Source: an optimization exercise on an open RTL-to-GDS flow (aim: small area, a short achievable clock period and few clock cycles). Production flows keep margins and buffers that such runs may drop.
Function was checked by simulation only, so behaviour that the tests miss may differ from the original.
Power is estimated from default activity; no workload was simulated.

[flow/flow/run.sh]
#!/bin/bash
# Own layout flow: the standard layout (standard.sh, unchanged synthesis,
# floorplan, power grid and routing), with two settings changed:
#  - the port buffers are buf_2 cells (the standard flow picks clkdlybuf4s50_1);
#  - timing repair aims for SETUP_MARGIN ns of setup slack at the design's
#    clock period (the constraints themselves are unchanged).
# The make output goes to flow_make.log; each ORFS step logs under orfs/logs.
set -euo pipefail
SETUP_MARGIN=$(cat flow/margin.txt)
bash standard.sh "BUFFER_PORTS_ARGS=-buffer_cell sky130_fd_sc_hd__buf_2" \
     "SETUP_SLACK_MARGIN=$SETUP_MARGIN" finish > flow_make.log 2>&1
[flow/flow/margin.txt]
8.5
[flow/standard.sh]
#!/bin/bash
# synth_recipe.tcl (not shown) runs the flow's synth.tcl, then flattens the netlist and writes it again
# the make line also repeats each setting of config.mk as NAME=value (left out here)
make -C /OpenROAD-flow-scripts/flow DESIGN_CONFIG=/design/flow/config.mk WORK_HOME=/design/flow/orfs CLKGATE_MAP_FILE= SYNTH_SCRIPT=/design/flow/synth_recipe.tcl "${@:-finish}"
[flow/config.mk]
export PLATFORM = sky130hd
export DESIGN_NAME = proc
export DESIGN_NICKNAME = proc
export VERILOG_FILES = /design/flow/design.v
export SDC_FILE = /design/flow/constraint.sdc
export NUM_CORES = 4
export LEC_CHECK = 0
export CAP_MARGIN = 20
export CORE_MARGIN = 2
export CORE_UTILIZATION = 40
export CTS_BUF_LIST = sky130_fd_sc_hd__clkbuf_4 sky130_fd_sc_hd__clkbuf_8
export SLEW_MARGIN = 20
[flow/constraint.sdc]
create_clock -name core_clock -period 12.0 [get_ports {clk}]
set_input_delay 2.4000 -clock core_clock [delete_from_list [all_inputs] [get_ports {clk}]]
set_output_delay 2.4000 -clock core_clock [all_outputs]
set_load 0.01 [all_outputs]
[flow/design.v]
`default_nettype none
module regFile (clk, rst, sa, sb, rdata_a, rdata_b, we, waddr, wdata);
   input wire        clk, rst;
   input wire [7:0]  sa, sb;
   output wire [15:0] rdata_a, rdata_b;
   input wire        we;
   input wire [2:0]  waddr;
   input wire [15:0] wdata;
   wire [7:0]  wsel = we ? (8'd1 << waddr) : 8'd0;
   wire [15:0] wd = rst ? 16'd0 : wdata;
   wire [15:0] r [0:7];
   genvar g;
   generate
      for (g = 0; g < 8; g = g + 1) begin : rg
         reg [15:0] q;
         always @(posedge clk)
            if (wsel[g] | rst) q <= wd;
         assign r[g] = q;
      end
   endgenerate
   reg [15:0] oa, ob;
   integer i;
   always @(*) begin
      oa = 16'd0; ob = 16'd0;
      for (i = 0; i < 8; i = i + 1) begin
         oa = oa | ({16{sa[i]}} & r[i]);
         ob = ob | ({16{sb[i]}} & r[i]);
      end
   end
   assign rdata_a = oa;
   assign rdata_b = ob;
endmodule
`default_nettype wire
`default_nettype none
module alu (a, b, inv_a, sh_op, sel_add, sel_xor, sel_andn, sel_sh, sel_set,
            set_op, sum, res);
   input wire [15:0] a;        
   input wire [15:0] b;        
   input wire        inv_a;    
   input wire [1:0]  sh_op;    
   input wire        sel_add, sel_xor, sel_andn, sel_sh, sel_set;
   input wire [1:0]  set_op;   
   output wire [15:0] sum;
   output wire [15:0] res;
   wire [15:0] x = a ^ {16{inv_a}};
   wire [16:0] s17 = {1'b0, x} + {1'b0, b} + {16'd0, inv_a};
   assign sum = s17[15:0];
   wire cout = s17[16];
   wire b_ge_a = (a[15] ^ b[15]) ? b[15] == 1'b0 : ~sum[15];
   wire eq = (a == b);
   wire setbit = (set_op == 2'b00) ? eq :
                 (set_op == 2'b01) ? (b_ge_a & ~eq) :
                 (set_op == 2'b10) ? b_ge_a :
                                     cout;
   wire [3:0] s = b[3:0];
   wire       right = sh_op[1];
   wire [3:0] amt = right ? (4'd0 - s) : s;
   wire [15:0] r0 = amt[0] ? {a[14:0], a[15]}     : a;
   wire [15:0] r1 = amt[1] ? {r0[13:0], r0[15:14]} : r0;
   wire [15:0] r2 = amt[2] ? {r1[11:0], r1[15:12]} : r1;
   wire [15:0] r3 = amt[3] ? {r2[7:0], r2[15:8]}   : r2;
   reg [15:0] keep_l;    
   integer i;
   always @(*)
      for (i = 0; i < 16; i = i + 1) keep_l[i] = (i >= s);
   wire [15:0] keep_r;   
   genvar g;
   generate for (g = 0; g < 16; g = g + 1) begin : rv
      assign keep_r[g] = keep_l[15 - g];
   end endgenerate
   wire [15:0] mask = ~sh_op[0] ? 16'hffff : right ? keep_r : keep_l;
   wire [15:0] shres = r3 & mask;
   assign res = ({16{sel_add}}  & sum) |
                ({16{sel_xor}}  & (a ^ b)) |
                ({16{sel_andn}} & (a & ~b)) |
                ({16{sel_sh}}   & shres) |
                {15'd0, sel_set & setbit};
endmodule
`default_nettype wire
`default_nettype none
module proc ( 
   imem_addr, dmem_addr, dmem_wdata, dmem_wr, halt,
   clk, rst, imem_data, dmem_rdata
   );
   input wire clk;
   input wire rst;
   output wire [15:0] imem_addr;
   input wire [15:0]  imem_data;
   output wire [15:0] dmem_addr;
   output wire [15:0] dmem_wdata;
   output wire        dmem_wr;
   input wire [15:0]  dmem_rdata;
   output wire        halt;
   reg [15:0] pc;         
   reg [15:0] ir;         
   reg        ev;         
   reg        halted;
   reg [15:0] m_res, m_wdata;    
   reg        m_wr, m_ld, m_we;
   reg [2:0]  m_rd;
   wire [4:0] op = imem_data[15:11];
   wire [1:0] fn = imem_data[1:0];
   wire f_halt = (op == 5'b00000);
   wire f_jmp  = (op == 5'b00100) | (op == 5'b00110);    
   wire f_jrx  = (op == 5'b00101) | (op == 5'b00111);    
   wire f_link = (op == 5'b00110) | (op == 5'b00111);    
   wire f_alui = (op[4:2] == 3'b010);
   wire f_br   = (op[4:2] == 3'b011);
   wire f_st   = (op == 5'b10000) | (op == 5'b10011);    
   wire f_ld   = (op == 5'b10001);
   wire f_slbi = (op == 5'b10010);
   wire f_stu  = (op == 5'b10011);
   wire f_shi  = (op[4:2] == 3'b101);
   wire f_lbi  = (op == 5'b11000);
   wire f_btr  = (op == 5'b11001);
   wire f_shr  = (op == 5'b11010);
   wire f_alur = (op == 5'b11011);
   wire f_set  = (op[4:2] == 3'b111);
   wire [1:0] f_aop = f_alur ? fn : op[1:0];    
   wire f_alu = f_alui | f_alur;
   wire f_wr_rt = f_alui | f_shi;
   wire f_wr_rs = f_lbi | f_slbi | f_stu;
   wire f_wr_rd = f_btr | f_shr | f_alur | f_set;
   wire [2:0] f_dst = f_wr_rt ? imem_data[7:5] : f_wr_rs ? imem_data[10:8] :
                      f_wr_rd ? imem_data[4:2] : 3'd7;
   wire f_sx5 = (f_alui & ~op[1]) | (op[4:2] == 3'b100);    
   wire f_ihi = f_sx5 & imem_data[4];
   wire f_ctl = f_jmp | f_jrx | f_br | f_lbi;    
   wire f_apc = f_jmp | f_br;            
   wire [2:0] f_rs = imem_data[10:8];
   wire [2:0] f_rb = f_br ? imem_data[10:8] : imem_data[7:5];
   wire f_fw = ev & d_we & ~d_ld;
   wire f_fa = f_fw & (d_dst == f_rs);
   wire f_fb = f_fw & (d_dst == f_rb);
   reg        d_use_imm, d_inv_a, d_add, d_xor, d_andn, d_sh, d_set, d_btr,
              d_slbi, d_link, d_we, d_ld, d_st, d_halt, d_br, d_jmp, d_jrx, d_apc;
   reg [1:0]  d_sh_op;
   reg [2:0]  d_dst;
   reg [2:0]  d_rb;       
   reg [7:0]  d_sa, d_sb;   
   reg        d_fa, d_fb;   
   reg [2:0]  d_imm75;    
   reg [2:0]  d_imm108;   
   reg        d_imms;     
   always @(posedge clk) begin
      ir        <= imem_data;
      d_use_imm <= ~(op[4] & op[3]) | f_lbi;
      d_inv_a   <= (f_alu & (f_aop == 2'b01)) | (f_set & (op[1] ^ op[0]));
      d_add     <= (f_alu & ~f_aop[1]) | (op[4:2] == 3'b100 & ~(op[1] & ~op[0])) | f_lbi;
      d_xor     <= f_alu & (f_aop == 2'b10);
      d_andn    <= f_alu & (f_aop == 2'b11);
      d_sh      <= f_shi | f_shr;
      d_sh_op   <= f_shi ? op[1:0] : fn;
      d_set     <= f_set;
      d_btr     <= f_btr;
      d_slbi    <= f_slbi;
      d_link    <= f_link;
      d_we      <= f_wr_rt | f_wr_rs | f_wr_rd | f_link | f_ld;
      d_dst     <= f_ld ? imem_data[7:5] : f_dst;
      d_ld      <= f_ld;
      d_st      <= f_st;
      d_halt    <= f_halt;
      d_br      <= f_br;
      d_jmp     <= f_jmp;
      d_jrx     <= f_jrx;
      d_apc     <= f_apc;
      d_rb      <= f_rb;
      d_sa      <= (8'd1 << f_rs) & {8{~f_fa & ~f_apc & ~f_lbi}};
      d_sb      <= (8'd1 << f_rb) & {8{~f_fb}};
      d_fa      <= f_fa & ~f_apc & ~f_lbi;
      d_fb      <= f_fb;
      d_imm75   <= f_ctl ? imem_data[7:5] : {3{f_ihi}};
      d_imm108  <= f_jmp ? imem_data[10:8] : f_ctl ? {3{imem_data[7]}} : {3{f_ihi}};
      d_imms    <= f_jmp ? imem_data[10] : f_ctl ? imem_data[7] : f_ihi;
   end
   wire [2:0] rt = ir[7:5];
   wire [15:0] rfa, rfb;
   wire        rf_we;
   wire [2:0]  rf_wa;
   wire [15:0] rf_wd;
   regFile RF(.clk(clk), .rst(rst), .sa(d_sa), .sb(d_sb), .rdata_a(rfa), .rdata_b(rfb),
              .we(rf_we), .waddr(rf_wa), .wdata(rf_wd));
   wire [15:0] ra_d = rfa | ({16{d_fa}} & m_res) | ({16{d_apc}} & pc);
   wire [15:0] rb_d = rfb | ({16{d_fb}} & m_res);
   wire [15:0] imm = {{5{d_imms}}, d_imm108, d_imm75, ir[4:0]};
   wire [15:0] opb = d_use_imm ? imm : rb_d;
   wire [15:0] sum, alu_res;
   alu ALU(.a(ra_d), .b(opb), .inv_a(d_inv_a), .sh_op(d_sh_op), .sel_add(d_add),
           .sel_xor(d_xor), .sel_andn(d_andn), .sel_sh(d_sh), .sel_set(d_set),
           .set_op(ir[12:11]), .sum(sum), .res(alu_res));
   wire [15:0] btr;
   genvar g;
   generate for (g = 0; g < 16; g = g + 1) begin : bt
      assign btr[g] = ra_d[15 - g];
   end endgenerate
   wire [15:0] e_res = alu_res |
                       ({16{d_btr}}  & btr) |
                       ({16{d_slbi}} & {ra_d[7:0], ir[7:0]}) |
                       ({16{d_link}} & pc);
   wire zero = (rb_d == 16'd0);
   wire cond = (ir[12:11] == 2'b00) ? zero :
               (ir[12:11] == 2'b01) ? ~zero :
               (ir[12:11] == 2'b10) ? rb_d[15] : ~rb_d[15];
   wire taken = ev & (d_jmp | d_jrx | (d_br & cond));
   wire [15:0] target = sum;
   wire e_halt = ev & d_halt;
   wire f_hz = (imem_data[10:8] == rt) | (imem_data[7:5] == rt);
   wire stop = (ev & ((d_ld & f_hz) | d_halt)) | halted;
   wire [15:0] pc_inc = pc + 16'd2;
   assign rf_we = m_we;
   assign rf_wa = m_rd;
   assign rf_wd = m_ld ? dmem_rdata : m_res;
   always @(posedge clk) begin
      m_res   <= e_res;
      m_wdata <= rb_d;
      m_rd    <= d_dst;
      if (rst) begin
         pc     <= 16'd0;
         ev     <= 1'b0;
         halted <= 1'b0;
         m_wr   <= 1'b0;
         m_ld   <= 1'b0;
         m_we   <= 1'b0;
      end else begin
         pc     <= taken ? target : stop ? pc : pc_inc;
         ev     <= ~taken & ~stop;
         halted <= halted | e_halt;
         m_wr   <= ev & d_st;
         m_ld   <= ev & d_ld;
         m_we   <= ev & d_we;
      end
   end
   assign imem_addr  = pc;
   assign dmem_addr  = m_res;
   assign dmem_wdata = m_wdata;
   assign dmem_wr    = m_wr;
   assign halt       = e_halt | halted;
endmodule  
`default_nettype wire
==> reports/metrics.yaml, run 1 <==
die:
  die_h_um: 183
  io_pins: 84
  die_width_um: 183
  start_util: 0.405
  core_sq_mm: 0.0316
  die-area_sq_mm: 0.0334
  std_cell_rows: 65
clock_tree:
  clockRootBuffer: "clkbuf_8"
  clock_sinks: 241
  postCtsHoldBufs: 0
  cts_tree: "done"
  h-tree-depth: 2
  clk_pin_slew_ps: 60
  cts_max_path_buffers: 3
  numCtsBuffers: 40
  clock_latency_ps: 550
run_status:
  status: "finished clean"
critical_path:
  cp_cell_sequence: "a21oi_4, inv_1, buf_2"
  rrSetupSlack_ps: 8410
  crit_fanout: 2
  r2r_start: "d_sb[6]$_DFF_P_"
  cpPeakStageDelay_ps: 330
  critPathTopFamily: "flip-flops"
  path_depth: 3
  crit_buf_inv: 2
  slowest_stage: "dfxtp_2"
  worst_r2r_path_depth: 15
  crit_required_ps: 9600
  worstSetupStartpoint: "d_halt$_DFF_P_"
  critPathKind: "register to output pin"
  cp-start-kind: "register"
  worstSetupEndpointType: "output pin"
  cp_data_arrival_time_ps: 1200
detailed_routing:
  vias: 11568
  via_per_inst: 6.38
  post_drt_wl_per_cell_um: 27.1
  dr.pass1.iters: 8
  first_iter_violations: 1635
  routed_wl_um: 49200
  drcViolationCount: 0
  ant_nets: 0
global_route:
  grt_first_pass_wirelength_um: 70700
  grt_use_total: 0.287
  gr-total-overflow: 0
  grt_pass1_vias: 10666
  antenna_found_initial: 0
  grt_max_degree: 44
synthesis:
  synth_area_sq_mm: 0.0128
  avgSynthCellArea_sq_um: 10.5
  synthFlopType: "edfxtp_1"
  synth_nets: 1296
  synth.distinct_cells: 70
  synthCells: 1222
  yosysSeqAreaShare: 0.478
  yosys_register_bits: 241
  async_reset_ff_frac: 0
  synth_edf_count: 128
  ys_warn_count: 3
finish:
  drive_gt1_frac: 0.336
  area_growth_pct: 28.0
  fin_util: 0.519
  final_nets: 1454
flow_run:
  maxCapViolCount: 0
placed_design:
  dp_hpwl_um: 32700
  io_buffers: 83
  gp_congestion: 0.918
sta:
  skew_ps: 24.1
  period_share: 0.300
  fmax_ghz: 0.278
  hold_viol: 0
  rsz0062_at_grt: "yes"
  fin_crit_ps: 3600
  final_max_slew_viol_count: 0
  worst_slew_pin_slew_ps: 884
  setup_viol: 0
  tns_ps: 0
  relSlewSlack: 0.410
worst_hold_path:
  holdPathStages: 0
  hp-start: "d_dst[1]$_DFF_P_"
  hold_class: "register to register"
power:
  p_leak_nw: 6.60
  p_per_area_mw_per_mm2: 169
  irDropWorstVdd_mv: 0.108
kinds of logic after synthesis:
kind of cell,after synthesis,share of synthesized area
adder cells (fa/ha/maj),40,0.0397
XOR/XNOR,59,0.0404
buffers and inverters,139,0.0448
AND/OR/NAND/NOR,305,0.118
multiplexers,88,0.0743
flip-flops,241,0.478
AO/OA/AOI/OAI,350,0.206
power breakdown:
| part | leakage, nW | switching, W | internal [W] |
|---|---|---|---|
| clock | 0.491 | 0.000340 | 0.000509 |
| combinational | 3.83 | 0.000493 | 0.000340 |
| sequential | 2.28 | 0.000100 | 0.000984 |
registers in the layout, indices dropped and copies added (netlist names), 2 cells and up:
| signal | cells |
|---|---|
| d_imm108 | 3 |
| RF.rg.q | 128 |
| ir | 10 |
| d_sh_op | 2 |
| d_sa | 8 |
| d_dst | 3 |
| d_imm75 | 3 |
| m_wdata | 16 |
| m_res | 16 |
| m_rd | 3 |
| d_sb | 8 |
| pc | 16 |
cells in the mapped netlist, types with 37 or more instances:
library cell | n | area share
clkbuf_1 | 68 | 0.020
inv_1 | 48 | 0.014
dfxtp_1 | 113 | 0.18
a22oi_1 | 74 | 0.043
nand2_1 | 80 | 0.023
mux2i_1 | 69 | 0.054
ha_1 | 39 | 0.038
nor2_1 | 80 | 0.023
o21ai_0 | 53 | 0.021
a221oi_1 | 37 | 0.025
edfxtp_1 | 128 | 0.30
layer usage:
layer  wire length [um]  vias to the layer above  global-route usage
met3               6320                      160              0.0774
met5                  0                        -                   0
met4               2130                        0               0.114
met2              20900                      875               0.429
met1              19800                     5550               0.397
li1                   -                     4983                   -
final timing paths:
kind                        to
max                       halt
min            m_rd[1]$_DFF_P_
max reg2reg  m_res[15]$_DFF_P_
min reg2reg    m_rd[1]$_DFF_P_
cells in the final DEF (no fill, tap or decap), types with 16 or more instances in the layout:
master and instances:
a22o_1 35, a222oi_1 17, a21oi_1 20, o21a_1 17, nand2_1 79, clkbuf_8 49
xor2_1 19, nand4_1 16, inv_1 42, buf_4 107, ha_1 28, dfxtp_4 38
nor2_1 77, buf_6 17, a22oi_1 73, a221oi_1 26, mux2i_1 65, buf_2 67
xnor2_1 25, nand3_1 25, edfxtp_1 128, dfxtp_1 64, o21ai_0 46
layout make-up:
cell class	instances	area, sq um
Antenna cell	1	2.50
Inverter	49	204
Multi-Input combinational cell	842	6820
Tap cell	402	503
Sequential cell	241	6260
Fill cell	2735	15200
Timing Repair Buffer	206	1640
Clock inverter	14	191
Clock buffer	59	749
timing repair:
action | 4_1_cts | 5_1_grt
cloned | 3 | 0
endpoints found under the setup margin | 181 | 47
resized for setup | 175 | 93
setup buffers | 53 | 49
pin swaps | 38 | 56
stage by stage:
stage               setup slack, ps  std cells  cell area, sq um  power (W)  hold WS [ps]
floorplan                      8110       1222             13000    0.00147           374
CTS                            8360       1764             15500    0.00267           419
global placement               7650       1635             13600    0.00172           414
global route                   8340       1813             16400    0.00286           431
finish                         8400       1814             16400    0.00277           416
detailed placement             7620       1635             13600    0.00172           414
Testbench counts, summed over its fixed seeds: cycles 68,275.
==> run 2, diff against run 1 <==
==> flow/flow/run.sh (replaced) <==
#!/bin/bash
# Own layout flow: the standard layout (standard.sh, unchanged synthesis,
# floorplan, power grid and routing), with two settings changed:
#  - the port buffers are the cell named in flow/iobuf.txt (the standard flow
#    picks clkdlybuf4s50_1);
set -euo pipefail
SETUP_MARGIN=$(cat flow/margin.txt)
IOBUF=$(cat flow/iobuf.txt)
bash standard.sh "BUFFER_PORTS_ARGS=-buffer_cell $IOBUF" \
     "SETUP_SLACK_MARGIN=$SETUP_MARGIN" finish > flow_make.log 2>&1
==> flow/flow/iobuf.txt (new file) <==
sky130_fd_sc_hd__buf_2
--- a/flow/config.mk
+++ b/flow/config.mk
@@ -7,6 +7,7 @@
 export LEC_CHECK = 0
 export CAP_MARGIN = 20
 export CORE_MARGIN = 2
-export CORE_UTILIZATION = 40
-export CTS_BUF_LIST = sky130_fd_sc_hd__clkbuf_4 sky130_fd_sc_hd__clkbuf_8
+export CORE_UTILIZATION = 70
+export CTS_CLUSTER_DIAMETER = 100
+export CTS_CLUSTER_SIZE = 25
 export SLEW_MARGIN = 20
==> run 2 against run 1 <==
Still clean. Combinational power decreased by 4.3%. Maximum frequency shrank 8.6%. Routed wire length grew 2.9%. Synthesized area is the same. Non-clock buffer count down 19. Flip-flop and latch count stayed put. Global-route usage rose by 18 points. Die area fell by 42%. Critical path type is now input port to register. Largest cell class unchanged.
==> reports/metrics.yaml, run 2 <==
global_route:
  antenna_found_initial: 1  # +1
  grt_use_total: 0.471  # +0.184
  grt_max_degree: 44  # unchanged
  grt_first_pass_wirelength_um: 68800  # -2.6%
  gr-total-overflow: 0  # unchanged
  grt_pass1_vias: 11128  # +4.3%
power:
  seqPwrFrac: 0.454  # +0.062
  p_int_w: 0.00153  # -16%
  irDropWorstVdd_mv: 0.140  # +30%
  p_per_area_mw_per_mm2: 157  # -7.1%
  netSwitchingPower_w: 0.000892  # -4.5%
  p_leak_nw: 6.23  # -5.6%
  p_comb_frac: 0.329  # +0.028
  finalPower_w: 0.00243  # -12%
  sw_frac_of_total: 0.368  # +0.0302
  pwr-share-clk: 0.217  # -0.090
critical_path:
  crit_fanout: 7  # +5
  cp-start-kind: "input port"
  worst_r2r_path_depth: 16  # +1
  rrSetupSlack_ps: 8230  # -180 ps
  worstSetupEndpointType: "register"
  rr_endpoint: "m_res[15]$_DFF_P_"
  critPathKind: "input port to register"
  crit_required_ps: 12430  # +2830 ps
  r2r_start: "d_sb[5]$_DFF_P_"
  cp_data_arrival_time_ps: 4370  # +3170 ps
worst_hold_path:
  hold_class: "register to register"
  holdPathEnd: "m_rd[0]$_DFF_P_"
  holdPathStages: 0  # unchanged
  hp-start: "d_dst[0]$_DFF_P_"
clock_tree:
  cts_tree: "done"
  h-tree-depth: 1  # -1
  clock_sinks: 241  # unchanged
  clock_latency_ps: 520  # -30 ps
  clockRootBuffer: "clkbuf_16"
  numCtsBuffers: 14  # -65%
  cts_max_path_buffers: 3  # unchanged
  clk_pin_slew_ps: 100  # +40 ps
sta:
  worst_slew_pin_slew_ps: 832  # -51.7 ps
  hold_viol: 0  # unchanged
  fmax_ghz: 0.254  # -8.6%
  tns_ps: 0  # unchanged
  rsz0062_at_grt: "yes"
  final_max_slew_viol_count: 0  # unchanged
  relSlewSlack: 0.444  # +0.0345
  fin_crit_ps: 3930  # +337 ps
  skew_ps: 49.0  # +24.9 ps
  period_share: 0.328  # +0.0281
  setup_viol: 0  # unchanged
synthesis:
  synth_edf_count: 128  # unchanged
  async_reset_ff_frac: 0  # unchanged
  yosys.area.top_type: "edfxtp_1"
  yosys_register_bits: 241  # unchanged
  yosysMostFrequentCell: "edfxtp_1"
  synth_area_sq_mm: 0.0128  # unchanged
  synth.distinct_cells: 70  # unchanged
  yosysSeqAreaShare: 0.478  # unchanged
  ys_warn_count: 3  # unchanged
  synthFlopType: "edfxtp_1"
  synthCells: 1222  # unchanged
  avgSynthCellArea_sq_um: 10.5  # unchanged
  synth_nets: 1296  # unchanged
  synthTopCellsByArea: "edfxtp_1 (30%), dfxtp_1 (18%), mux2i_1 (5.4%)"
  synth_common_cells: "edfxtp_1 (128), dfxtp_1 (113), nand2_1 (80), nor2_1 (80), a22oi_1 (74)"
  netlist.area_leader.share: 0.301  # unchanged
flow_run:
  maxCapViolCount: 0  # unchanged
placed_design:
  io_buffers: 83  # unchanged
  dp_hpwl_um: 30000  # -8.5%
  gp_congestion: 1.03  # +12%
finish:
  antennaDiodeCount: 0  # -1
  final_cell_mix: "edfxtp_1 (128), buf_4 (93), nand2_1 (78), nor2_1 (78), buf_2 (73)"
  drive_gt1_frac: 0.306  # -0.0294
  largest_register_ffs: 128  # unchanged
  fin_util: 0.860  # +0.341
  largest_register: "RF.rg.q"
  nFillCells: 871  # -68%
  layout_commonest_cell: "edfxtp_1"
  multi_input_area_sq_mm: 0.00683  # +0.13%
  seqCellArea_sq_mm: 0.00624  # -0.42%
  area_growth_pct: 20.8
  final_nets: 1409  # -3.1%
die:
  die-area_sq_mm: 0.0194  # -42%
  die_width_um: 139  # -24%
  io_pins: 84  # unchanged
  std_cell_rows: 49  # -25%
  start_util: 0.712  # +0.307
  core_sq_mm: 0.0180  # -43%
  die_h_um: 139  # -24%
detailed_routing:
  post_drt_wl_per_cell_um: 32.2  # +19%
  first_iter_violations: 2348  # +44%
  via_per_inst: 7.84  # +23%
  dr.pass1.iters: 19  # +11
  ant_nets: 0  # unchanged
  vias: 12305  # +6.4%
  routed_wl_um: 50600  # +2.9%
  drcViolationCount: 0  # unchanged
run_status:
  status: "finished clean"
-- run 2: power groups by stage --
stage	clock network (W)	logic (W)	registers, W
after floorplan	0	0.000415	0.00105
after global placement	0	0.000590	0.00110
after detailed placement	0	0.000602	0.00110
after CTS	0.000512	0.000673	0.00109
after global routing	0.000541	0.000823	0.00110
final	0.000527	0.000797	0.00110
-- run 2: cell families after synthesis --
family                     after synthesis  synth area share
AOI/OAI and AO/OA                      350             0.206
xor gates and xnor gates                59            0.0404
adders and majority gates               40            0.0397
buffers and inverters                  139            0.0448
DFF                                    241             0.478
muxes                                   88            0.0743
and+or+nand+nor                        305             0.118
-- run 2: worst max-delay path by stage --
stage,startpoint,to,slack (ps)
finish,imem_data[9],pc[13]$_SDFFE_PP0P_,8070
detailed placement,rst,RF.rg[7].q[1]$_DFFE_PP_,7670
CTS,ev$_SDFF_PP0_,halt,8390
global route,imem_data[9],pc[13]$_SDFFE_PP0P_,8050
global placement,rst,RF.rg[7].q[4]$_DFFE_PP_,7740
floorplan,imem_data[10],pc[13]$_SDFFE_PP0P_,8110
-- run 2: area by class of cell --
class	instances	share of cell area
multi-input combinational	842	0.442
sequential	241	0.404
timing repair buffer	187	0.0945
clock buffer	19	0.0245
tap	229	0.0185
inverter	49	0.0130
clock inverter	3	0.00373
-- run 2: what timing repair did --
action                                  CTS  global route
hold buffers                              0             0
endpoints found under the setup margin  182            49
buffers inserted                         39            52
cloned                                    2             0
endpoints found under the hold margin     0             0
pin swaps                                36            64
resized for setup                       159           100
-- run 2: worst max-delay path, stage by stage --
cell and delay (ps):
buf_12 120, xor2_2 190, nor3_2 80, o211ai_1 420, and4_4 310, and2_4 140, nand4_1 160, xnor2_1 250
nor2_1 90, a211oi_1 190
-- run 2: per-layer routing --
| metal | wire [um] | vias to the layer above | GRT usage | share of wire |
|---|---|---|---|---|
| met5 | 15 | - | 0 | 0.00030 |
| met4 | 4750 | 2 | 0.233 | 0.094 |
| met3 | 8460 | 425 | 0.169 | 0.17 |
| met2 | 21400 | 1401 | 0.710 | 0.42 |
| met1 | 16000 | 5603 | 0.605 | 0.32 |
| li1 | - | 4874 | - | - |
-- run 2: through the flow --
step	hold slack, ps	setup slack, ps	area (sq um)	cells
after floorplan	374	8110	13000	1222
after global placement	410	7740	13300	1455
after detailed placement	408	7670	13300	1455
after CTS	407	8390	14600	1518
after global routing	426	8050	15400	1570
final	417	8070	15400	1570
==> run 3, diff against run 2 <==
==> flow/flow/margin.txt (replaced) <==
8.0
==> run 3 against run 2 <==
Flip-flop and latch count is the same. Final cell count shrank 6.0%. Maximum frequency shrank 0.26%. Die area is the same. Still clean. Total power shrank 7.4%. Combinational power shrank about 20%. Critical endpoint is now RF.rg[7].q[11]$_DFFE_PP_. Clock power shrank 2%. Critical path depth shrank 8.
==> reports/metrics.yaml, run 3 <==
run_status:
  status: "finished clean"
finish:
  area_growth_pct: 7.81
  layout_commonest_cell: "edfxtp_1"
  largest_register: "RF.rg.q"
  fin_area_sq_mm: 0.0138  # -11%
  final_nets: 1314  # -6.7%
  largest_register_ffs: 128  # unchanged
  drive_gt1_frac: 0.154  # -0.153
  final_cell_mix: "edfxtp_1 (128), dfxtp_1 (93), buf_2 (83), nand2_1 (80), nor2_1 (80)"
  antennaDiodeCount: 0  # unchanged
clock_tree:
  clk_pin_slew_ps: 100  # about the same
  numCtsBuffers: 14  # unchanged
  cts_tree: "done"
  postCtsHoldBufs: 0  # unchanged
  clockRootBuffer: "clkbuf_16"
  clock_latency_ps: 510  # about the same
  h-tree-depth: 1  # unchanged
  clock_sinks: 241  # unchanged
  cts_max_path_buffers: 3  # unchanged
power:
  p_comb_frac: 0.283  # -0.046
  p_int_w: 0.00144  # -6.0%
  pwr-share-clk: 0.230  # +0.013
  p_per_area_mw_per_mm2: 163  # +3.7%
  sw_frac_of_total: 0.358  # -0.00971
  p_leak_nw: 5.48  # -12%
  irDropWorstVdd_mv: 0.191  # +37%
  seqPwrFrac: 0.487  # +0.033
  netSwitchingPower_w: 0.000803  # -9.9%
critical_path:
  slowest_stage: "a41o_1"
  cp-start-kind: "input port"
  cp_cell_sequence: "buf_2, a41o_1"
  cp_data_arrival_time_ps: 4060  # -310 ps
  crit_buf_inv: 1  # unchanged
  worstSetupEndpointType: "register"
  crit_required_ps: 12120  # -310 ps
  crit_fanout: 43  # +36
  critPathKind: "input port to register"
  critPathTopFamily: "compound AO/OA/AOI/OAI gates"
  cpPeakStageDelay_ps: 840  # +420 ps
synthesis:
  synth_nets: 1296  # unchanged
  synth_common_cells: "edfxtp_1 (128), dfxtp_1 (113), nand2_1 (80), nor2_1 (80), a22oi_1 (74)"
  yosys_register_bits: 241  # unchanged
  yosysSeqAreaShare: 0.478  # unchanged
  synth_area_sq_mm: 0.0128  # unchanged
  yosysMostFrequentCell: "edfxtp_1"
  netlist.area_leader.share: 0.301  # unchanged
  yosys.area.top_type: "edfxtp_1"
  async_reset_ff_frac: 0  # unchanged
  synthTopCellsByArea: "edfxtp_1 (30%), dfxtp_1 (18%), mux2i_1 (5.4%)"
  synth_edf_count: 128  # unchanged
  synthFlopType: "edfxtp_1"
  ys_warn_count: 3  # unchanged
  synth.distinct_cells: 70  # unchanged
  avgSynthCellArea_sq_um: 10.5  # unchanged
  synthCells: 1222  # unchanged
detailed_routing:
  ant_nets: 0  # unchanged
  dr.pass1.iters: 7  # -12
  routed_wl_um: 43700  # -14%
  first_iter_violations: 2088  # -11%
  via_per_inst: 7.62  # -2.8%
  post_drt_wl_per_cell_um: 29.6  # -8.2%
  vias: 11250  # -8.6%
  drcViolationCount: 0  # unchanged
sta:
  skew_ps: 26.4  # -22.7 ps
  relSlewSlack: 0.271  # -0.173
  tns_ps: 0  # unchanged
  setup_viol: 0  # unchanged
  period_share: 0.329  # +0.000860
  setup_ws_ps: 8060  # -10.3 ps
  final_max_slew_viol_count: 0  # unchanged
  worst_slew_pin_slew_ps: 1090  # +261 ps
  hold_viol: 0  # unchanged
  fin_crit_ps: 3940  # +10.3 ps
  rsz0062_at_grt: "yes"
  fmax_ghz: 0.254  # -0.26%
placed_design:
  postPlaceCellArea_sq_mm: 0.0132  # -1.1%
  dp_slack_ps: 7630  # -46.1 ps
  io_buffers: 83  # unchanged
  gp_congestion: 1.05  # +2.2%
  dp_hpwl_um: 29900  # about the same
global_route:
  antenna_found_initial: 0  # -1
  gr-total-overflow: 0  # unchanged
  grt_pass1_vias: 10551  # -5.2%
  grt_max_degree: 44  # unchanged
  grt_use_total: 0.438  # -0.0331
  grt_first_pass_wirelength_um: 64100  # -6.8%
die:
  std_cell_rows: 49  # unchanged
  start_util: 0.712  # unchanged
  die-area_sq_mm: 0.0194  # unchanged
  io_pins: 84  # unchanged
  die_width_um: 139  # unchanged
  die_h_um: 139  # unchanged
  core_sq_mm: 0.0180  # unchanged
worst_hold_path:
  hold_class: "register to register"
flow_run:
  maxCapViolCount: 0  # unchanged
## run 3: metal layers
layer / routed length, um / part of all wire / track usage
met5: 0 / 0 / 0
met4: 2670 / 0.061 / 0.209
met3: 7020 / 0.16 / 0.135
met2: 18900 / 0.43 / 0.653
met1: 15100 / 0.35 / 0.588
## run 3: power groups by stage
stage	clock network, W	logic, W	registers, W
finish	0.000517	0.000635	0.00109
global route	0.000538	0.000671	0.00110
CTS	0.000509	0.000596	0.00108
detailed placement	0	0.000588	0.00110
global placement	0	0.000578	0.00110
floorplan	0	0.000408	0.00105
## run 3: final cells by class
cell class              count  area [sq um]
clock buffers              20           373
well taps                 229           287
flip-flops and latches    241          6150
multi-input cells         842          6240
clock inverters             3          52.6
repair buffers             92           495
fillers                  1202          4180
inverters                  49           185
## run 3: stage by stage
stage               hold WS, ps  power (W)  std cells   util
finish                      422    0.00225       1476  0.767
global route                433    0.00231       1476  0.767
CTS                         429    0.00219       1474  0.760
detailed placement          410    0.00169       1449  0.733
global placement            415    0.00168       1449  0.733
floorplan                   374    0.00146       1222      -
## run 3: repair_timing
item	4_1_cts	5_1_grt
pin swaps	2	3
endpoints found under the hold margin	0	0
resized for setup	26	25
endpoints found under the setup margin	16	22
setup buffers	2	2
## run 3: worst reg2reg max path, delay by kind of cell, from the launching register on
kind / cells / cell delay, ps
compound gates: 7 / 1900
simple gates: 2 / 570
xor+xnor: 2 / 440
flops: 1 / 500
fa+ha+maj: 1 / 400
## run 3: cell families (layout without fill, tap and decap cells)
family                     after synthesis  count (layout)  synth area share
AOI/OAI and AO/OA                      350             350             0.206
and+or+nand+nor                        305             305             0.118
DFF                                    241             241             0.478
buffers and inverters                  139             164            0.0448
muxes                                   88              88            0.0743
xor gates and xnor gates                59              59            0.0404
adders and majority gates               40              40            0.0397
## run 3: worst paths after layout
check,depth (start not counted),to,start,slack [ps]
worst min-delay path,0,m_rd[1]$_DFF_P_,d_dst[1]$_DFF_P_,420
worst min register to register,0,m_rd[1]$_DFF_P_,d_dst[1]$_DFF_P_,420
worst max-delay path,2,RF.rg[7].q[11]$_DFFE_PP_,rst,8060
worst max register to register,12,m_res[11]$_DFF_P_,d_sa[2]$_DFF_P_,8070
==> run 4, diff against run 3 <==
==> flow/flow/margin.txt (replaced) <==
8.25
==> run 4 against run 3 <==
Final cell count grew 1.7%. Maximum frequency rose by 4.2%. Cell area up 2.3%. Via count increased by 1.3%. Clock power down 8.1%. Hold slack improved by 11 ps. Register-to-register slack better by 170 ps. Combinational power rose by 6.1%. Critical path depth did not move. Clock skew shrank 0.72 ps. Sequential power about the same. Worst setup slack improved by 160 ps.
==> reports/metrics.yaml, run 4 <==
run_status:
  status: "finished clean"
synthesis:
  synth_area_sq_mm: 0.0128  # unchanged
  yosys.area.top_type: "edfxtp_1"
  synth_edf_count: 128  # unchanged
  synthFlopType: "edfxtp_1"
  synth.distinct_cells: 70  # unchanged
  ys_warn_count: 3  # unchanged
  async_reset_ff_frac: 0  # unchanged
  synth_nets: 1296  # unchanged
  netlist.area_leader.share: 0.301  # unchanged
  yosys_register_bits: 241  # unchanged
  avgSynthCellArea_sq_um: 10.5  # unchanged
  yosysSeqAreaShare: 0.478  # unchanged
  synthCells: 1222  # unchanged
  synthTopCellsByArea: "edfxtp_1 (30%), dfxtp_1 (18%), mux2i_1 (5.4%)"
  yosysMostFrequentCell: "edfxtp_1"
  synth_common_cells: "edfxtp_1 (128), dfxtp_1 (113), nand2_1 (80), nor2_1 (80), a22oi_1 (74)"
power:
  sw_frac_of_total: 0.357  # -0.000842
  p_int_w: 0.00144  # about the same
  p_comb_frac: 0.300  # +0.017
  p_leak_nw: 5.62  # +2.5%
  p_per_area_mw_per_mm2: 159  # -2.4%
  seqPwrFrac: 0.488  # about the same
  netSwitchingPower_w: 0.000801  # -0.33%
  irDropWorstVdd_mv: 0.194  # +1.7%
  pwr-share-clk: 0.212  # -0.018
global_route:
  grt_max_degree: 44  # unchanged
  grt_first_pass_wirelength_um: 63500  # -1.0%
  gr-total-overflow: 0  # unchanged
  antenna_found_initial: 0  # unchanged
  grt_pass1_vias: 10367  # -1.7%
  grt_use_total: 0.434  # -0.00336
finish:
  multi_input_area_sq_mm: 0.00638  # +2.2%
  nFillCells: 1169  # -2.7%
  largest_register: "RF.rg.q"
  final_cell_mix: "edfxtp_1 (128), dfxtp_1 (97), nand2_1 (79), nor2_1 (78), buf_2 (75)"
  final_nets: 1339  # +1.9%
  area_growth_pct: 10.3
  drive_gt1_frac: 0.189  # +0.0349
  layout_commonest_cell: "edfxtp_1"
  largest_register_ffs: 128  # unchanged
  seqCellArea_sq_mm: 0.00614  # -0.16%
die:
  die_h_um: 139  # unchanged
  core_sq_mm: 0.0180  # unchanged
  start_util: 0.712  # unchanged
  std_cell_rows: 49  # unchanged
  io_pins: 84  # unchanged
  die-area_sq_mm: 0.0194  # unchanged
  die_width_um: 139  # unchanged
critical_path:
  crit_fanout: 43  # unchanged
  crit_buf_inv: 1  # unchanged
  cp-start-kind: "input port"
  cp_data_arrival_time_ps: 3900  # -160 ps
  critPathTopFamily: "buffers and inverters"
  worstSetupEndpointType: "register"
  crit_required_ps: 12120  # about the same
  critPathKind: "input port to register"
  slowest_stage: "buf_2"
  cp_cell_sequence: "buf_2, a31o_2"
  cpPeakStageDelay_ps: 790  # -50 ps
detailed_routing:
  vias: 11398  # +1.3%
  via_per_inst: 7.59  # -0.37%
  drcViolationCount: 0  # unchanged
  first_iter_violations: 2299  # +10%
  dr.pass1.iters: 7  # unchanged
  post_drt_wl_per_cell_um: 29.4  # -0.81%
  ant_nets: 0  # unchanged
  routed_wl_um: 44100  # +0.87%
sta:
  relSlewSlack: 0.291  # +0.0197
  setup_ws_ps: 8220  # +158 ps
  worst_slew_pin_slew_ps: 1060  # -31.0 ps
  period_share: 0.315  # -0.0132
  fin_hold_ws_ps: 433  # +10.8 ps
  final_max_slew_viol_count: 0  # unchanged
  fin_crit_ps: 3780  # -158 ps
  hold_viol: 0  # unchanged
  fmax_ghz: 0.264  # +4.2%
  setup_viol: 0  # unchanged
  skew_ps: 25.6  # -0.717 ps
  rsz0062_at_grt: "yes"
  tns_ps: 0  # unchanged
clock_tree:
  numCtsBuffers: 13  # -1
  cts_max_path_buffers: 3  # unchanged
  h-tree-depth: 1  # unchanged
  clock_sinks: 241  # unchanged
  clock_latency_ps: 500  # about the same
  clk_pin_slew_ps: 100  # about the same
  clockRootBuffer: "clkbuf_16"
  cts_tree: "done"
placed_design:
  dp_slack_ps: 7580  # -41.9 ps
  gp_congestion: 1.03  # -1.3%
  dp_hpwl_um: 29900  # about the same
  io_buffers: 83  # unchanged
flow_run:
  maxCapViolCount: 0  # unchanged
worst_hold_path:
  hold_class: "register to register"
[run 4: cells by family after synthesis]
logic type,synth area share
adders and majority gates,0.0397
buffers and inverters,0.0448
xor gates and xnor gates,0.0404
and+or+nand+nor,0.118
AOI/OAI and AO/OA,0.206
DFF,0.478
muxes,0.0743
[run 4: stage by stage]
step | cell area [sq um] | util | total power (W) | instances
after CTS | 13800 | 0.767 | 0.00216 | 1486
after global routing | 14100 | 0.785 | 0.00230 | 1500
after global placement | 13200 | 0.737 | 0.00168 | 1454
after detailed placement | 13200 | 0.737 | 0.00169 | 1454
after floorplan | 12900 | - | 0.00147 | 1222
final | 14100 | 0.785 | 0.00224 | 1501
[run 4: final cells by class]
class / instances / area share
clock buffer: 19 / 0.0247
clock inverter: 2 / 0.00142
sequential: 241 / 0.435
multi-input combinational: 843 / 0.452
tap: 229 / 0.0203
timing repair buffer: 117 / 0.0524
antenna: 1 / 0.000177
inverter: 49 / 0.0135
[run 4: final timing paths]
path                    startpoint                 endpoint  slack, ps  depth (start not counted)
setup / recovery               rst  RF.rg[4].q[4]$_DFFE_PP_       8220                          2
hold / removal    d_dst[0]$_DFF_P_          m_rd[0]$_DFF_P_        430                          0
setup reg to reg   d_sb[5]$_DFF_P_        m_res[13]$_DFF_P_       8240                         14
hold reg to reg   d_dst[0]$_DFF_P_          m_rd[0]$_DFF_P_        430                          0
[run 4: layer usage]
| metal | routed length (um) | vias up | part of all wire | GRT usage |
|---|---|---|---|---|
| met3 | 7020 | 219 | 0.16 | 0.114 |
| met2 | 18700 | 1163 | 0.42 | 0.646 |
| met4 | 2760 | 0 | 0.063 | 0.195 |
| met5 | 0 | - | 0 | 0 |
| met1 | 15600 | 5277 | 0.35 | 0.604 |
| li1 | - | 4739 | - | - |
[run 4: what timing repair did]
item,in CTS,in global routing
resized for setup,33,64
setup buffers,10,14
gates cloned,1,0
setup endpoints to repair,91,32
endpoints found under the hold margin,0,0
pin swaps,10,31
hold buffers,0,0
[run 4: power by group through the flow]
stage / Sequential, W / Combinational (W) / Clock (W)
floorplan: 0.00105 / 0.000412 / 0
detailed placement: 0.00110 / 0.000595 / 0
global route: 0.00110 / 0.000707 / 0.000494
CTS: 0.00108 / 0.000615 / 0.000462
finish: 0.00109 / 0.000674 / 0.000475
global placement: 0.00110 / 0.000585 / 0
==> run 5, diff against run 4 <==
==> flow/flow/margin.txt (replaced) <==
8.5
--- a/flow/config.mk
+++ b/flow/config.mk
@@ -11,3 +11,4 @@
 export CTS_CLUSTER_DIAMETER = 100
 export CTS_CLUSTER_SIZE = 25
 export SLEW_MARGIN = 20
+export TNS_END_PERCENT = 10
==> run 5 against run 4 <==
Cell area is 3.1% higher. Synthesized area stayed put. Maximum frequency is 0.14% higher. Sequential power hardly changed. Sequential share of layout area is 1.4 points lower. Largest power group unchanged. Still clean. Global-route usage is 0.24 points higher. Register-to-register slack better by 90 ps. Clock skew is 3.2 ps higher. First-iteration DRC count is 1.5% lower.
==> reports/metrics.yaml, run 5 <==
sta:
  hold_viol: 0  # unchanged
  fmax_ghz: 0.265  # +0.14%
  fin_hold_ws_ps: 454  # +21.5 ps
  fin_crit_ps: 3780  # -5.26 ps
  rsz0062_at_grt: "yes"
  worst_slew_pin_slew_ps: 1060  # -3.03 ps
  period_share: 0.315  # -0.000438
  skew_ps: 28.8  # +3.19 ps
  tns_ps: 0  # unchanged
  setup_viol: 0  # unchanged
  final_max_slew_viol_count: 0  # unchanged
  relSlewSlack: 0.293  # +0.00202
  setup_ws_ps: 8220  # +5.26 ps
placed_design:
  dp_hpwl_um: 29300  # -2.1%
  dp_slack_ps: 7670  # +89.2 ps
  io_buffers: 83  # unchanged
  gp_congestion: 1.06  # +2.2%
synthesis:
  synth_area_sq_mm: 0.0128  # unchanged
  yosys.area.top_type: "edfxtp_1"
  synthTopCellsByArea: "edfxtp_1 (30%), dfxtp_1 (18%), mux2i_1 (5.4%)"
  synth_edf_count: 128  # unchanged
  netlist.area_leader.share: 0.301  # unchanged
  yosys_register_bits: 241  # unchanged
  yosysMostFrequentCell: "edfxtp_1"
  synth_nets: 1296  # unchanged
  yosysSeqAreaShare: 0.478  # unchanged
  synth.distinct_cells: 70  # unchanged
  avgSynthCellArea_sq_um: 10.5  # unchanged
  ys_warn_count: 3  # unchanged
  synthFlopType: "edfxtp_1"
  async_reset_ff_frac: 0  # unchanged
  synthCells: 1222  # unchanged
  synth_common_cells: "edfxtp_1 (128), dfxtp_1 (113), nand2_1 (80), nor2_1 (80), a22oi_1 (74)"
worst_hold_path:
  hp-start: "d_dst[2]$_DFF_P_"
  holdPathEnd: "m_rd[2]$_DFF_P_"
  holdPathStages: 0  # unchanged
  hold_class: "register to register"
global_route:
  grt_max_degree: 44  # unchanged
  antenna_found_initial: 2  # +2
  grt_first_pass_wirelength_um: 64000  # +0.80%
  grt_use_total: 0.437  # +0.00240
  grt_pass1_vias: 10520  # +1.5%
  gr-total-overflow: 0  # unchanged
critical_path:
  cp_data_arrival_time_ps: 1380  # -2520 ps
  crit_fanout: 7  # -84%
  rr_endpoint: "m_res[14]$_DFF_P_"
  critPathTopFamily: "flip-flops"
  crit_required_ps: 9600  # -2520 ps
  cp-start-kind: "register"
  cpPeakStageDelay_ps: 660  # -130 ps
  cp_cell_sequence: "buf_2"
  worstSetupEndpointType: "output pin"
  worstSetupStartpoint: "pc[11]$_SDFFE_PP0P_"
  r2r_start: "d_sa[3]$_DFF_P_"
  rrSetupSlack_ps: 8330  # +90 ps
  slowest_stage: "dfxtp_1"
  critPathKind: "register to output pin"
  worst_r2r_path_depth: 17  # +3
  crit_buf_inv: 1  # unchanged
die:
  core_sq_mm: 0.0180  # unchanged
  die_h_um: 139  # unchanged
  std_cell_rows: 49  # unchanged
  io_pins: 84  # unchanged
  start_util: 0.712  # unchanged
  die_width_um: 139  # unchanged
  die-area_sq_mm: 0.0194  # unchanged
finish:
  largest_register: "RF.rg.q"
  largest_register_ffs: 128  # unchanged
  nFillCells: 1083  # -7.4%
  area_growth_pct: 13.8
  drive_gt1_frac: 0.215  # +0.0267
  seqCellArea_sq_mm: 0.00613  # -0.14%
  multi_input_area_sq_mm: 0.00652  # +2.2%
  final_nets: 1371  # +2.4%
  layout_commonest_cell: "edfxtp_1"
  fin_util: 0.810  # +0.0247
  final_cell_mix: "edfxtp_1 (128), dfxtp_1 (100), nand2_1 (79), nor2_1 (78)"
flow_run:
  maxCapViolCount: 0  # unchanged
detailed_routing:
  vias: 11479  # +0.71%
  drcViolationCount: 0  # unchanged
  routed_wl_um: 44400  # +0.73%
  ant_nets: 0  # unchanged
  post_drt_wl_per_cell_um: 28.9  # -1.5%
  dr.pass1.iters: 13  # +6
  via_per_inst: 7.48  # -1.5%
  first_iter_violations: 2265  # -1.5%
clock_tree:
  h-tree-depth: 1  # unchanged
  numCtsBuffers: 13  # unchanged
  clockRootBuffer: "clkbuf_16"
  cts_max_path_buffers: 3  # unchanged
  clock_latency_ps: 500  # about the same
  cts_tree: "done"
  clock_sinks: 241  # unchanged
  postCtsHoldBufs: 0  # unchanged
  clk_pin_slew_ps: 90  # about the same
power:
  p_per_area_mw_per_mm2: 158  # -0.79%
  irDropWorstVdd_mv: 0.199  # +2.2%
  p_leak_nw: 5.85  # +4.1%
run_status:
  status: "finished clean"
## run 5: cells by family (layout without fill, tap and decap cells)
| kind of cell | count (synthesis) | after routing | share of synthesized area |
|---|---|---|---|
| multiplexers | 88 | 89 | 0.0743 |
| AND/OR/NAND/NOR | 305 | 305 | 0.118 |
| other | 0 | 2 | 0 |
| adder cells (fa/ha/maj) | 40 | 40 | 0.0397 |
| XOR/XNOR | 59 | 59 | 0.0404 |
| AO/OA/AOI/OAI | 350 | 350 | 0.206 |
| buffers and inverters | 139 | 220 | 0.0448 |
| flip-flops | 241 | 241 | 0.478 |
## run 5: report_power, final
group          internal [W]  switching, W  total (W)
clock              0.000220      0.000262   0.000482
combinational      0.000285      0.000440   0.000725
sequential         0.000977      0.000112    0.00109
total               0.00148      0.000814    0.00230
## run 5: timing repair
action,CTS,global route
gates cloned,1,1
resized for setup,64,49
pin swaps,18,28
buffers inserted,27,24
endpoints found under the setup margin,132,133
## run 5: cell type report
type / instances / share of cell area
clock buffers: 20 / 0.0256
clock inverters: 2 / 0.00112
inverters: 49 / 0.0132
multi-input cells: 843 / 0.448
diodes: 2 / 0.000344
repair buffers: 149 / 0.0706
well taps: 229 / 0.0197
flip-flops and latches: 241 / 0.421
## run 5: worst max path at each step
stage	endpoint	slack, ps	cells after the start
after floorplan	pc[13]$_SDFFE_PP0P_	8110	10
after global placement	pc[13]$_SDFFE_PP0P_	7760	10
after detailed placement	m_res[14]$_DFF_P_	7670	15
after CTS	d_sb[2]$_DFF_P_	8280	9
after global routing	pc[14]$_SDFFE_PP0P_	8210	10
final	imem_addr[11]	8220	1
## run 5: metrics by stage
step	cell area, sq um	total power (W)	std cells
2_1_floorplan	12900	0.00147	1222
3_3_place_gp	13300	0.00168	1458
3_5_place_dp	13300	0.00169	1458
4_1_cts	14100	0.00220	1508
5_1_grt	14500	0.00235	1533
6_report	14600	0.00230	1535
## run 5: per-layer routing
| layer | wire length (um) | global-route usage | vias to the layer above |
|---|---|---|---|
| li1 | - | - | 4795 |
| met1 | 15300 | 0.588 | 5330 |
| met2 | 18800 | 0.651 | 1095 |
| met3 | 7250 | 0.133 | 259 |
| met4 | 3080 | 0.209 | 0 |
| met5 | 0 | 0 | - |
==> run 6, diff against run 5 <==
==> flow/flow/iobuf.txt (replaced) <==
sky130_fd_sc_hd__buf_1
==> flow/flow/margin.txt (replaced) <==
8.25
--- a/flow/config.mk
+++ b/flow/config.mk
@@ -11,4 +11,3 @@
 export CTS_CLUSTER_DIAMETER = 100
 export CTS_CLUSTER_SIZE = 25
 export SLEW_MARGIN = 20
-export TNS_END_PERCENT = 10
==> run 6 against run 5 <==
Total power fell by 2.2%. Die area stayed put. Sequential share of layout area increased by 1.5 points. First-iteration DRC count shrank 8.0%. Synthesized cell count is the same. Non-clock buffer count is 19 lower. Critical path depth rose by 14. Maximum frequency up 0.46%. Register-to-register slack got worse by 90 ps. Still clean on timing, DRC and antenna. Largest power group unchanged.
==> reports/metrics.yaml, run 6 <==
run_status:
  status: "finished clean"
placed_design:
  io_buffers: 83  # unchanged
  gp_congestion: 1.02  # -3.5%
  dp_hpwl_um: 29900  # +1.9%
  dp_slack_ps: 7550  # -124 ps
finish:
  layout_commonest_cell: "edfxtp_1"
  final_cell_mix: "edfxtp_1 (128), dfxtp_1 (96), nand2_1 (79), nor2_1 (78), a22oi_1 (74)"
  largest_register: "RF.rg.q"
  final_nets: 1352  # -1.4%
  largest_register_ffs: 128  # unchanged
  drive_gt1_frac: 0.139  # -0.0762
  antennaDiodeCount: 0  # -2
  area_growth_pct: 10.0
  nFillCells: 1209  # +12%
clock_tree:
  cts_max_path_buffers: 3  # unchanged
  clk_pin_slew_ps: 100  # about the same
  clock_sinks: 241  # unchanged
  cts_tree: "done"
  clockRootBuffer: "clkbuf_16"
  clock_latency_ps: 500  # about the same
  numCtsBuffers: 13  # unchanged
  h-tree-depth: 1  # unchanged
critical_path:
  cp_data_arrival_time_ps: 4130  # +2750 ps
  rrSetupSlack_ps: 8240  # -90 ps
  cp-start-kind: "register"
  worstSetupEndpointType: "register"
  worst_r2r_path_depth: 15  # -2
  r2r_start: "d_sb[0]$_DFF_P_"
  crit_fanout: 16  # +9
  crit_required_ps: 12370  # +2770 ps
  critPathKind: "register to register"
  rr_endpoint: "pc[15]$_SDFFE_PP0P_"
flow_run:
  maxCapViolCount: 0  # unchanged
die:
  start_util: 0.712  # unchanged
  die_h_um: 139  # unchanged
  die_width_um: 139  # unchanged
  std_cell_rows: 49  # unchanged
  io_pins: 84  # unchanged
  core_sq_mm: 0.0180  # unchanged
  die-area_sq_mm: 0.0194  # unchanged
power:
  p_int_w: 0.00144  # -2.9%
  p_leak_nw: 5.42  # -7.4%
  pwr-share-clk: 0.210  # about the same
  sw_frac_of_total: 0.359  # +0.00450
  p_comb_frac: 0.303  # -0.013
  irDropWorstVdd_mv: 0.190  # -4.1%
  seqPwrFrac: 0.487  # +0.013
  netSwitchingPower_w: 0.000806  # -0.98%
  p_per_area_mw_per_mm2: 160  # +1.1%
synthesis:
  synth_nets: 1296  # unchanged
  synth.distinct_cells: 70  # unchanged
  synthTopCellsByArea: "edfxtp_1 (30%), dfxtp_1 (18%), mux2i_1 (5.4%)"
  yosysSeqAreaShare: 0.478  # unchanged
  async_reset_ff_frac: 0  # unchanged
  yosys.area.top_type: "edfxtp_1"
  yosysMostFrequentCell: "edfxtp_1"
  avgSynthCellArea_sq_um: 10.5  # unchanged
  netlist.area_leader.share: 0.301  # unchanged
  synthFlopType: "edfxtp_1"
  synthCells: 1222  # unchanged
  yosys_register_bits: 241  # unchanged
  synth_edf_count: 128  # unchanged
  synth_common_cells: "edfxtp_1 (128), dfxtp_1 (113), nand2_1 (80), nor2_1 (80), a22oi_1 (74)"
  ys_warn_count: 3  # unchanged
  synth_area_sq_mm: 0.0128  # unchanged
worst_hold_path:
  hold_class: "register to register"
  hp-start: "d_dst[1]$_DFF_P_"
  holdPathEnd: "m_rd[1]$_DFF_P_"
  holdPathStages: 0  # unchanged
sta:
  fin_hold_ws_ps: 412  # -41.9 ps
  final_max_slew_viol_count: 0  # unchanged
  tns_ps: 0  # unchanged
  hold_viol: 0  # unchanged
  skew_ps: 27.1  # -1.68 ps
  worst_slew_pin_slew_ps: 1020  # -40.8 ps
  fmax_ghz: 0.266  # +0.46%
  setup_ws_ps: 8240  # +17.3 ps
  relSlewSlack: 0.320  # +0.0272
  rsz0062_at_grt: "yes"
  period_share: 0.314  # -0.00144
  setup_viol: 0  # unchanged
  fin_crit_ps: 3760  # -17.3 ps
detailed_routing:
  dr.pass1.iters: 6  # -7
  ant_nets: 0  # unchanged
  vias: 11385  # -0.82%
  post_drt_wl_per_cell_um: 28.9  # -0.11%
  drcViolationCount: 0  # unchanged
  via_per_inst: 7.52  # +0.56%
  first_iter_violations: 2084  # -8.0%
  routed_wl_um: 43700  # -1.5%
global_route:
  gr-total-overflow: 0  # unchanged
  antenna_found_initial: 1  # -1
  grt_use_total: 0.434  # -0.00241
  grt_max_degree: 44  # unchanged
  grt_first_pass_wirelength_um: 63700  # -0.39%
  grt_pass1_vias: 10370  # -1.4%
[run 6: cell counts after synthesis]
No cell type changed its count.
[run 6: layout make-up]
type	instances	area, sq um	share of cell area
multi-input cells	843	6400	0.455
clock buffers	19	348	0.0247
repair buffers	130	684	0.0486
clock inverters	3	22.5	0.00160
flip-flops and latches	241	6140	0.436
inverters	49	191	0.0136
well taps	229	287	0.0204
[run 6: cell families (layout without fill, tap and decap cells)]
group	Yosys count	count (layout)	share of synthesized area
AOI/OAI and AO/OA	350	350	0.206
xor gates and xnor gates	59	59	0.0404
adders and majority gates	40	40	0.0397
buffers and inverters	139	201	0.0448
DFF	241	241	0.478
muxes	88	89	0.0743
and+or+nand+nor	305	305	0.118
[run 6: worst max-delay path by stage]
| stage | startpoint | to |
|---|---|---|
| floorplan | imem_data[10] | pc[13]$_SDFFE_PP0P_ |
| global placement | imem_data[15] | d_sb[6]$_DFF_P_ |
| detailed placement | imem_data[15] | d_sb[2]$_DFF_P_ |
| CTS | d_sa[2]$_DFF_P_ | m_res[15]$_DFF_P_ |
| global route | imem_data[9] | pc[13]$_SDFFE_PP0P_ |
| finish | d_sb[0]$_DFF_P_ | pc[15]$_SDFFE_PP0P_ |
[run 6: per-layer routing]
layer,routed length (um),global-route usage
met5,7,0
met1,15300,0.597
met4,2940,0.192
met3,6920,0.103
met2,18500,0.663
[run 6: power groups by stage]
| stage | Clock [W] | Combinational, W | Sequential, W |
|---|---|---|---|
| CTS | 0.000463 | 0.000618 | 0.00108 |
| floorplan | 0 | 0.000412 | 0.00105 |
| detailed placement | 0 | 0.000591 | 0.00110 |
| global placement | 0 | 0.000582 | 0.00110 |
| global route | 0.000487 | 0.000711 | 0.00110 |
| finish | 0.000470 | 0.000680 | 0.00109 |
[run 6: what timing repair did]
action	4_1_cts	5_1_grt
setup buffers	14	22
endpoints found under the setup margin	38	38
hold buffers	0	0
resized for setup	37	45
gates cloned	1	0
pin swaps	7	18
[run 6: through the flow]
| stage | utilization | total power [W] | instance area (sq um) | cells |
|---|---|---|---|---|
| 3_3_place_gp | 0.732 | 0.00168 | 13100 | 1455 |
| 5_1_grt | 0.783 | 0.00229 | 14100 | 1514 |
| 6_report | 0.783 | 0.00224 | 14100 | 1514 |
| 2_1_floorplan | - | 0.00147 | 12900 | 1222 |
| 3_5_place_dp | 0.732 | 0.00169 | 13100 | 1455 |
| 4_1_cts | 0.764 | 0.00216 | 13700 | 1492 |
[run 6: worst max-delay path: stages, from the launching register on]
cell	delay [ps]
dfxtp_2	480
a22o_1	260
a221oi_1	300
nand3_1	260
mux2_2	370
ha_1	220
a21o_1	160
a21o_1	160
a21o_1	200
a21o_1	210
nor3_2	190
a31oi_4	140
a21oi_2	210
xor2_2	260
buf_4	160
a211oi_1	50
==> run 7, diff against run 6 <==
==> flow/flow/iobuf.txt (replaced) <==
sky130_fd_sc_hd__buf_2
--- a/flow/config.mk
+++ b/flow/config.mk
@@ -7,7 +7,7 @@
 export LEC_CHECK = 0
 export CAP_MARGIN = 20
 export CORE_MARGIN = 2
-export CORE_UTILIZATION = 70
+export CORE_UTILIZATION = 80
 export CTS_CLUSTER_DIAMETER = 100
 export CTS_CLUSTER_SIZE = 25
 export SLEW_MARGIN = 20
==> run 7 against run 6 <==
The flow now stops in global routing (5_1_grt). Synthesized cell count unchanged. Synthesized area unchanged.
==> reports/metrics.yaml, run 7 <==
run_status:
  status: "aborted with a tool error"
  lastStage: "global routing (5_1_grt)"
  stop_error: "[ERROR GRT-0232] Routing congestion too high. Check the congestion heatmap in the GUI."
global_route:
  grt_use_total: 0.776
  grt_max_degree: 44
  gr-total-overflow: 71
synthesis:
  avgSynthCellArea_sq_um: 10.5  # unchanged
  yosys.area.top_type: "edfxtp_1"
  synth_area_sq_mm: 0.0128  # unchanged
  yosys_register_bits: 241  # unchanged
  synth.distinct_cells: 70  # unchanged
  yosysSeqAreaShare: 0.478  # unchanged
  ys_warn_count: 3  # unchanged
  synth_nets: 1296  # unchanged
  yosysMostFrequentCell: "edfxtp_1"
  async_reset_ff_frac: 0  # unchanged
  synthFlopType: "edfxtp_1"
  netlist.area_leader.share: 0.301  # unchanged
  synthCells: 1222  # unchanged
  synthTopCellsByArea: "edfxtp_1 (30%), dfxtp_1 (18%), mux2i_1 (5.4%)"
  synth_common_cells: "edfxtp_1 (128), dfxtp_1 (113), nand2_1 (80), nor2_1 (80), a22oi_1 (74)"
  synth_edf_count: 128  # unchanged
clock_tree:
  clock_sinks: 241  # unchanged
  cts_max_path_buffers: 3  # unchanged
  numCtsBuffers: 13  # unchanged
  clockRootBuffer: "clkbuf_16"
  h-tree-depth: 1  # unchanged
placed_design:
  gp_congestion: 1.02  # +0.37%
  io_buffers: 83  # unchanged
  dp_hpwl_um: 30400  # +1.9%
sta:
  worst_endpoint: "d_imm108[1]$_DFF_P_/D"
  endpoint_type: "register data pin"
die:
  io_pins: 84  # unchanged
  die_h_um: 130  # -6.3%
  die_width_um: 130  # -6.3%
  start_util: 0.811  # +0.0990
  std_cell_rows: 46  # -6.1%
==> run 7: cell counts after synthesis <==
No cell type changed its count.
==> run 7: logic make-up after synthesis <==
logic type | share of synthesized area
AND/OR/NAND/NOR | 0.118
adder cells (fa/ha/maj) | 0.0397
XOR/XNOR | 0.0404
flip-flops | 0.478
buffers and inverters | 0.0448
multiplexers | 0.0743
AO/OA/AOI/OAI | 0.206
==> run 7: timing repair <==
| item | 4_1_cts |
|---|---|
| resized for setup | 55 |
| buffers inserted | 16 |
| cloned | 1 |
| hold buffers | 0 |
| pin swaps | 13 |
| endpoints found under the hold margin | 0 |
| endpoints found under the setup margin | 102 |
==> run 7: routing by layer <==
layer | GRT usage | overflow
met1 | 0.799 | 3
met2 | 0.920 | 35
met3 | 0.636 | 1
met4 | 0.758 | 32
met5 | 0.256 | 0
==> run 7: per-stage QoR <==
step | instances | utilization | setup slack [ps] | total power, W | cell area [sq um]
4_1_cts | 1474 | 0.878 | 8200 | 0.00218 | 13900
3_5_place_dp | 1435 | 0.836 | 7630 | 0.00169 | 13200
3_3_place_gp | 1435 | 0.835 | 7700 | 0.00167 | 13200
2_1_floorplan | 1222 | - | 8110 | 0.00147 | 12900
==> run 7: worst min path at each step <==
stage	depth (start not counted)	end	startpoint	slack [ps]
CTS	0	m_rd[1]$_DFF_P_	d_dst[1]$_DFF_P_	450
detailed placement	1	m_wr$_SDFF_PP0_	d_st$_DFF_P_	420
global placement	1	m_wr$_SDFF_PP0_	d_st$_DFF_P_	430
floorplan	0	m_rd[0]$_DFF_P_	d_dst[0]$_DFF_P_	370
==> run 7: power groups by stage <==
stage	clock network, W	registers (W)	logic [W]
floorplan	0	0.00105	0.000412
global placement	0	0.00110	0.000574
CTS	0.000463	0.00109	0.000625
detailed placement	0	0.00110	0.000591
==> run 8, diff against run 7 <==
==> flow/config.mk (replaced) <==
export PLATFORM = sky130hd
export DESIGN_NAME = proc
export DESIGN_NICKNAME = proc
export VERILOG_FILES = /design/flow/design.v
export SDC_FILE = /design/flow/constraint.sdc
export NUM_CORES = 4
export LEC_CHECK = 0
export CAP_MARGIN = 0
export CORE_MARGIN = 2
export CORE_UTILIZATION = 70
export CTS_CLUSTER_DIAMETER = 100
export CTS_CLUSTER_SIZE = 25
export SLEW_MARGIN = 0
==> run 8 against run 7 <==
The run now finishes clean. Synthesized area unchanged. Synthesized cell count unchanged.
==> reports/metrics.yaml, run 8 <==
critical_path:
  cp_cell_sequence: "buf_2, a31o_2"
  cpPeakStageDelay_ps: 770
  crit_required_ps: 12110
  critPathKind: "input port to register"
  worst_r2r_path_depth: 14
  crit_fanout: 43
  cp-start-kind: "input port"
  rrSetupSlack_ps: 8240
  critPathTopFamily: "buffers and inverters"
synthesis:
  yosysMostFrequentCell: "edfxtp_1"
  synthCells: 1222  # unchanged
  synth_edf_count: 128  # unchanged
  yosysSeqAreaShare: 0.478  # unchanged
  netlist.area_leader.share: 0.301  # unchanged
  avgSynthCellArea_sq_um: 10.5  # unchanged
  synth.distinct_cells: 70  # unchanged
  ys_warn_count: 3  # unchanged
  yosys_register_bits: 241  # unchanged
  synth_nets: 1296  # unchanged
  synthFlopType: "edfxtp_1"
  async_reset_ff_frac: 0  # unchanged
  synthTopCellsByArea: "edfxtp_1 (30%), dfxtp_1 (18%), mux2i_1 (5.4%)"
  yosys.area.top_type: "edfxtp_1"
  synth_common_cells: "edfxtp_1 (128), dfxtp_1 (113), nand2_1 (80), nor2_1 (80), a22oi_1 (74)"
  synth_area_sq_mm: 0.0128  # unchanged
global_route:
  grt_pass1_vias: 10367
  antenna_found_initial: 0
  grt_first_pass_wirelength_um: 63500
  grt_max_degree: 44
  grt_use_total: 0.434
  gr-total-overflow: 0
clock_tree:
  clock_sinks: 241  # unchanged
  clockRootBuffer: "clkbuf_16"
  numCtsBuffers: 13  # unchanged
  h-tree-depth: 1  # unchanged
  postCtsHoldBufs: 0  # unchanged
  cts_max_path_buffers: 3  # unchanged
die:
  start_util: 0.712  # -0.0990
  std_cell_rows: 49  # +6.5%
  die_width_um: 139  # +6.7%
  die_h_um: 139  # +6.7%
  io_pins: 84  # unchanged
sta:
  setup_viol: 0
  relSlewSlack: 0.215
  fmax_ghz: 0.265
  worst_slew_pin_slew_ps: 1170
  fin_crit_ps: 3780
  tns_ps: 0
  hold_viol: 0
detailed_routing:
  ant_nets: 0
  dr.pass1.iters: 6
  routed_wl_um: 44100
  first_iter_violations: 2425
  via_per_inst: 7.59
placed_design:
  io_buffers: 83  # unchanged
  dp_hpwl_um: 29900  # -1.6%
  dp.cells: 1454  # +1.3%
  postPlaceCellArea_sq_mm: 0.0132  # +0.41%
  gp_congestion: 1.03  # +0.96%
worst_hold_path:
  holdPathEnd: "m_rd[0]$_DFF_P_"
  holdPathStages: 0
finish:
  drive_gt1_frac: 0.188
  fin_area_sq_mm: 0.0141
  fin_cells: 1500
  antennaDiodeCount: 0
  largest_register_ffs: 128
  final_nets: 1339
run_status:
  status: "finished clean"
power:
  finalPower_w: 0.00224
  p_int_w: 0.00144
  irDropWorstVdd_mv: 0.193
## run 8: cell counts after synthesis
Identical to the previous run, type by type.
## run 8: logic make-up (layout without fill, tap and decap cells)
| group | count (synthesis) | after routing | share of synthesized area |
|---|---|---|---|
| adder cells (fa/ha/maj) | 40 | 40 | 0.0397 |
| buffers and inverters | 139 | 187 | 0.0448 |
| AO/OA/AOI/OAI | 350 | 350 | 0.206 |
| AND/OR/NAND/NOR | 305 | 305 | 0.118 |
| multiplexers | 88 | 89 | 0.0743 |
| XOR/XNOR | 59 | 59 | 0.0404 |
| flip-flops | 241 | 241 | 0.478 |
## run 8: layout make-up
class                   count  area share
well taps                 229      0.0203
multi-input cells         843       0.452
inverters                  49      0.0135
clock inverters             2     0.00142
clock buffers              19      0.0247
repair buffers            117      0.0525
flip-flops and latches    241       0.436
## run 8: metal layers
layer	share of wire	wire (um)	vias up	GRT usage
met5	0	0	-	0
met4	0.063	2790	0	0.195
met3	0.16	7020	216	0.114
met2	0.43	18900	1146	0.646
met1	0.35	15400	5279	0.604
li1	-	-	4738	-
## run 8: stage by stage
step	hold slack (ps)	setup slack, ps
3_3_place_gp	416	7730
3_5_place_dp	419	7580
6_report	432	8220
4_1_cts	432	8240
2_1_floorplan	374	8110
5_1_grt	438	8160
## run 8: how the worst max path moves through the flow
stage	slack, ps	startpoint	end	depth (start not counted)
2_1_floorplan	8110	imem_data[10]	pc[13]$_SDFFE_PP0P_	10
3_3_place_gp	7730	rst	RF.rg[3].q[11]$_DFFE_PP_	2
3_5_place_dp	7580	d_sb[1]$_DFF_P_	m_res[14]$_DFF_P_	15
4_1_cts	8240	imem_data[9]	pc[15]$_SDFFE_PP0P_	10
5_1_grt	8160	imem_data[7]	pc[14]$_SDFFE_PP0P_	10
6_report	8220	rst	RF.rg[4].q[6]$_DFFE_PP_	2
## run 8: power groups by stage
stage          Combinational, W  Clock [W]  Sequential [W]
3_3_place_gp           0.000585          0         0.00110
2_1_floorplan          0.000412          0         0.00105
3_5_place_dp           0.000595          0         0.00110
5_1_grt                0.000706   0.000494         0.00110
4_1_cts                0.000615   0.000462         0.00108
6_report               0.000676   0.000471         0.00109
## run 8: repair_timing
item,in CTS,in global routing
pin swaps,10,31
cloned,1,0
setup endpoints to repair,91,32
buffers inserted,10,14
resized for setup,33,64

Check on run 8: ideal ports give 8.221 ns setup slack; a clkbuf_16 on the clock port and buf_2 on the inputs give 8.207 ns; moving port delays by the midpoint clock arrival (0.527 ns) as well gives 7.719 ns.
